From an optimization exercise on the open Yosys and OpenROAD flow, aimed at small area; shortcuts taken in it are not production practice. The RTL was checked by simulation tests, not by an equivalence proof against the original design. Power is estimated from default activity; no workload was simulated.

Setup of run A:
## TopLevel
module TopLevel (
    input  logic        clk, rst, interrupt,
    output logic [31:0] imem_addr,
    input  logic [31:0] imem_rdata,
    output logic [31:0] dmem_addr,
    output logic [31:0] dmem_wdata,
    output logic [3:0]  dmem_wmask,
    output logic        dmem_we,
    input  logic [31:0] dmem_rdata);
For scale: roughly 1200 flip-flops, ~0.035 mm² of cells after synthesis.
==> flow/config.mk <==
export PLATFORM = sky130hd
export DESIGN_NAME = TopLevel
export DESIGN_NICKNAME = TopLevel
export VERILOG_FILES = /design/flow/design.v
export SDC_FILE = /design/flow/constraint.sdc
export NUM_CORES = 8
export LEC_CHECK = 0
export CAP_MARGIN = 20
export CORE_MARGIN = 2
export CORE_UTILIZATION = 40
export CTS_BUF_LIST = sky130_fd_sc_hd__clkbuf_4
export SLEW_MARGIN = 20
==> flow/constraint.sdc <==
create_clock -name core_clock -period 20.0 [get_ports {clk}]
set_input_delay 4.0000 -clock core_clock [delete_from_list [all_inputs] [get_ports {clk}]]
set_output_delay 4.0000 -clock core_clock [all_outputs]
set_load 0.01 [all_outputs]
run.sh (not shown) runs the stock make flow with config.mk's settings and CLKGATE_MAP_FILE= SYNTH_SCRIPT=/design/flow/synth_recipe.tcl, a recipe that flattens the netlist after the stock synthesis.
Edits applied to the flow inputs when going from run A to run B:
- CORE_UTILIZATION: 40 -> 60
- CTS_CLUSTER_SIZE: unset -> 10
- CTS_CLUSTER_DIAMETER: unset -> 40
Results
Run B ended with less clock-buffer cell count than run A. Run B reports a higher number of DRC markers in iteration 0 than run A does. Of run B and run A, it is run B that has the lower wire length. Measured against each other, run A and run B differ in buffer count excluding the clock tree in the final layout, the higher figure coming from run B. NOTE first-pass GRT wire length run A->run B decreased by a few percent. On initial antenna violation count, the higher figure sits with run B, not run A. Run A has lower multi-input gate share of the layout cell area than run B.

Setup of v27:
Starting RTL as in the previous note.
==> flow/config.mk <==
export PLATFORM = sky130hd
export DESIGN_NAME = TopLevel
export DESIGN_NICKNAME = TopLevel
export VERILOG_FILES = /design/flow/design.v
export SDC_FILE = /design/flow/constraint.sdc
export NUM_CORES = 8
export LEC_CHECK = 0
export CAP_MARGIN = 20
export CORE_MARGIN = 2
export CORE_UTILIZATION = 40
export CTS_BUF_LIST = sky130_fd_sc_hd__clkbuf_8
export CTS_CLUSTER_DIAMETER = 50
export CTS_CLUSTER_SIZE = 16
export SLEW_MARGIN = 20
==> flow/constraint.sdc <==
create_clock -name core_clock -period 20.0 [get_ports {clk}]
set_input_delay 4.0000 -clock core_clock [delete_from_list [all_inputs] [get_ports {clk}]]
set_output_delay 4.0000 -clock core_clock [all_outputs]
set_load 0.01 [all_outputs]
Here is what was changed in the inputs of v48 compared with v27.
--- a/flow/config.mk
+++ b/flow/config.mk
@@ -9,6 +9,4 @@
 export CORE_MARGIN = 2
 export CORE_UTILIZATION = 40
-export CTS_BUF_LIST = sky130_fd_sc_hd__clkbuf_8
-export CTS_CLUSTER_DIAMETER = 50
-export CTS_CLUSTER_SIZE = 16
+export CTS_BUF_LIST = sky130_fd_sc_hd__clkbuf_2 sky130_fd_sc_hd__clkbuf_4 sky130_fd_sc_hd__clkbuf_8
 export SLEW_MARGIN = 20
[summary]
No stage failed in v48, and the final checks on the layout all came back clean. Compared with v27, in v48 proportion of layout cells with a drive suffix above 1 went up by 5.0 points, switching portion of total power fell by 0.61 points, layout-stage area growth over the synthesis result shows an increase of 6.1 points, clock power share went up 11 points, routed length on met3 now larger. Summary of the comparison: first-pass GRT wire length is higher in v48, relative to v27. v27 has lower global routing usage summed across all routing layers than v48. Between v48 and v27, it is v48 whose clock network area share is higher, by 4.9 points. Compared to v27, the router laid down more metal wire for v48. Compared with v27, v48 shows a higher total length of routed met2 wires. CTS buffer count: v48 vs v27 up about 75%.
What v34 does differently from v48 at the input level:
--- a/flow/config.mk
+++ b/flow/config.mk
@@ -9,4 +9,3 @@
 export CORE_MARGIN = 2
 export CORE_UTILIZATION = 40
-export CTS_BUF_LIST = sky130_fd_sc_hd__clkbuf_2 sky130_fd_sc_hd__clkbuf_4 sky130_fd_sc_hd__clkbuf_8
 export SLEW_MARGIN = 20
--- outcome ---
- v34 -> v48: number of stages on the worst setup path delta 0, exact match
- As far as transition time at the pin with the least slew margin is concerned, v48 and v34 perform about the same.
- Summary: total wire length after detailed routing, v34 better than v48
- Number of tap instances: v48 vs v34 identical

Another version of the RTL of TopLevel (not shown whole).
For scale: about 32000 um2 of cells after synthesis.
clock: 20.0 ns
lec_check: 0
cap_margin: 20
core_margin: 2
core_utilization: 60
place_density: 0.75
slew_margin: 20
standard.sh (not shown) runs the stock make flow with config.mk's settings and CLKGATE_MAP_FILE= SYNTH_SCRIPT=/design/flow/synth_recipe.tcl, a recipe that flattens the netlist after the stock synthesis.
==> flow/flow/run.sh <==
#!/bin/bash
# The standard layout, with two changes:
#  - after the standard synthesis, its combinational logic is mapped again by
#    ABC for area; flip-flops keep their instances, names and cell types;
#  - every port gets the smallest buffer.
# Each tool's output goes to a log file of its own in this folder.
set -euo pipefail
RES="$PWD/orfs/results/$FLOW_PLATFORM/TopLevel/base"
BP="BUFFER_PORTS_ARGS=-buffer_cell sky130_fd_sc_hd__buf_1"
YOSYS="${FLOW_HOME}/../tools/install/yosys/bin/yosys"
command -v yosys >/dev/null 2>&1 && YOSYS="$(command -v yosys)"
LIB="${FLOW_HOME}/platforms/${FLOW_PLATFORM}/lib/sky130_fd_sc_hd__tt_025C_1v80.lib"

# standard synthesis
bash standard.sh "$BP" "$RES/1_2_yosys.v" > standard_synth.log 2>&1
cp "$RES/1_2_yosys.v" "$RES/1_2_yosys_std.v"

# area remap of the combinational cells
DU=""
for c in $(cat flow/dont_use.txt); do DU="$DU -dont_use $c"; done
cat > remap.ys <<EOT
read_liberty -ignore_miss_func $LIB
delete sky130_fd_sc_hd__*df* sky130_fd_sc_hd__*dl* sky130_fd_sc_hd__conb_*
write_verilog -noattr remap_models.v
design -reset
read_liberty -lib $LIB
read_verilog -sv $RES/1_2_yosys_std.v
hierarchy -top $FLOW_TOP
techmap -map remap_models.v
techmap
rename -hide w:*.*
opt -fast -purge
abc -liberty $LIB $DU -script $PWD/flow/area.abc
opt_clean -purge
hilomap -singleton -hicell sky130_fd_sc_hd__conb_1 HI -locell sky130_fd_sc_hd__conb_1 LO
rename -hide w:*.*
splitnets
opt_clean -purge
insbuf -buf sky130_fd_sc_hd__buf_4 A X
check -assert
stat -liberty $LIB
write_verilog -noattr -nohex -nodec $RES/1_2_yosys.v
EOT
"$YOSYS" -s remap.ys > remap.log 2>&1

# the rest of the standard flow
CTS="CTS_ARGS=-sink_clustering_enable -repair_clock_nets -sink_clustering_size 30 -sink_clustering_max_diameter 60 -buf_list sky130_fd_sc_hd__clkbuf_16 -dont_use_dummy_load"
bash standard.sh "$BP" "$CTS" finish > standard.log 2>&1
==> flow/flow/area.abc <==
strash
dc2
dch -f
amap
strash
dc2
dch -f
amap
topo
Other scripts of this flow, unchanged in this note and not shown: flow/flow/dont_use.txt
==> next run, changes <==
--- a/flow/flow/run.sh
+++ b/flow/flow/run.sh
@@ -47,2 +47 @@
-CTS="CTS_ARGS=-sink_clustering_enable -repair_clock_nets -sink_clustering_size 30 -sink_clustering_max_diameter 60 -buf_list sky130_fd_sc_hd__clkbuf_16 -dont_use_dummy_load"
-bash standard.sh "$BP" "$CTS" finish > standard.log 2>&1
+bash standard.sh "$BP" finish > standard.log 2>&1
==> flow/flow/area.abc (replaced) <==
strash
dch -f
map -a
topo
--- a/flow/config.mk
+++ b/flow/config.mk
@@ -11 +11,3 @@
-export PLACE_DENSITY = 0.75
+export CTS_BUF_LIST = sky130_fd_sc_hd__clkbuf_8
+export CTS_CLUSTER_DIAMETER = 40
+export CTS_CLUSTER_SIZE = 20
Effect:
- The new run passed the timing, DRC and antenna checks
- critical path depth rises by 14
- core utilization increases by 2.1 points
- cell area went up by 4.3%
- non-clock buffer count falls by 35
==> next run, changes <==
--- a/flow/flow/run.sh
+++ b/flow/flow/run.sh
@@ -47 +47,2 @@
-bash standard.sh "$BP" finish > standard.log 2>&1
+CTS="CTS_ARGS=-sink_clustering_enable -repair_clock_nets -sink_clustering_size 32 -sink_clustering_max_diameter 50 -buf_list sky130_fd_sc_hd__clkbuf_16 -root_buf sky130_fd_sc_hd__clkbuf_4 -dont_use_dummy_load"
+bash standard.sh "$BP" "$CTS" finish > standard.log 2>&1
--- a/flow/config.mk
+++ b/flow/config.mk
@@ -11 +11 @@
-export CTS_BUF_LIST = sky130_fd_sc_hd__clkbuf_8
+export CTS_BUF_LIST = sky130_fd_sc_hd__clkbuf_4
@@ -13 +13 @@
-export CTS_CLUSTER_SIZE = 20
+export CTS_CLUSTER_SIZE = 8
Synthesized area does not change.
First-iteration DRC count rose by 12%.
Via count shrinks by 1.0%.
Maximum frequency barely changes.
Total power came out lower by 9.3%.
Worst setup slack improved by 16 ps.
Synthesized cell count is unchanged.
Hold slack got worse by 55 ps.
Routed wire length is about the same.
==> next run, changes <==
--- a/flow/flow/run.sh
+++ b/flow/flow/run.sh
@@ -47 +47 @@
-CTS="CTS_ARGS=-sink_clustering_enable -repair_clock_nets -sink_clustering_size 32 -sink_clustering_max_diameter 50 -buf_list sky130_fd_sc_hd__clkbuf_16 -root_buf sky130_fd_sc_hd__clkbuf_4 -dont_use_dummy_load"
+CTS="CTS_ARGS=-sink_clustering_enable -repair_clock_nets -sink_clustering_size 30 -sink_clustering_max_diameter 60 -buf_list sky130_fd_sc_hd__clkbuf_16 -tree_buf sky130_fd_sc_hd__clkbuf_4 -dont_use_dummy_load"
Outcome: Hold slack is better by 19 ps. Via count goes down by 0.80%. Flip-flop and latch count stays the same. Cell area goes down by 0.40%. Power goes down by 1.4%. Synthesized area does not change. Combinational power barely changes. Setup slack is worse by 190 ps. Non-clock buffer count does not change. Maximum frequency goes down by about 1.1%. Cell count stays flat.

[what the ideal ports hide]
The flow's constraints put no driver on any port. The routed layouts listed below were extracted and timed again, unchanged, in two steps. Step 1 sets driving cells, clkbuf_16 on the clock port and buf_2 on the other inputs (assumed; they add their load-dependent delay and slew). Step 2 adds t to the input delays and takes it off the output delays; t is the mean of the earliest and latest rising clock arrival at the registers after step 1. Input paths then give back, and output paths get back, about the clock's delay inside the block. Slacks: ideal ports / drivers / drivers and shift; pairs: ideal ports / drivers.
run	t (ns)	setup slack, ns	hold WS [ns]	latest minus earliest clock arrival (ns)	worst register clock-pin slew, ns
run A	1.128	4.497 / 4.464 / 4.464	0.241 / 0.241 / 0.241	0.102 / 0.102	0.08 / 0.08
run B	1.055	4.404 / 4.309 / 4.309	0.299 / 0.299 / 0.299	0.072 / 0.071	0.12 / 0.12
v27	0.776	4.509 / 4.475 / 4.475	0.297 / 0.297 / 0.297	0.053 / 0.053	0.10 / 0.10
v48	0.891	4.557 / 4.519 / 4.519	0.298 / 0.298 / 0.298	0.043 / 0.043	0.07 / 0.07
v34	0.733	4.520 / 4.488 / 4.488	0.296 / 0.296 / 0.296	0.049 / 0.048	0.07 / 0.07
the first run of note 3	0.661	1.517 / 1.484 / 0.822	0.276 / 0.276 / 0.276	0.117 / 0.117	0.11 / 0.11
the second run of note 3	0.780	2.603 / 2.561 / 1.781	0.299 / 0.299 / 0.299	0.055 / 0.055	0.11 / 0.11
the third run of note 3	0.952	2.620 / 2.579 / 1.628	0.244 / 0.244 / 0.244	0.159 / 0.159	0.12 / 0.12
the fourth run of note 3	0.660	2.430 / 2.405 / 1.745	0.263 / 0.263 / 0.263	0.095 / 0.094	0.11 / 0.11
After both steps setup and hold are still met in every run listed. For the third run of note 3, which loses most, drivers alone change the setup slack by -0.041 ns; drivers and shift together by -0.992 ns.
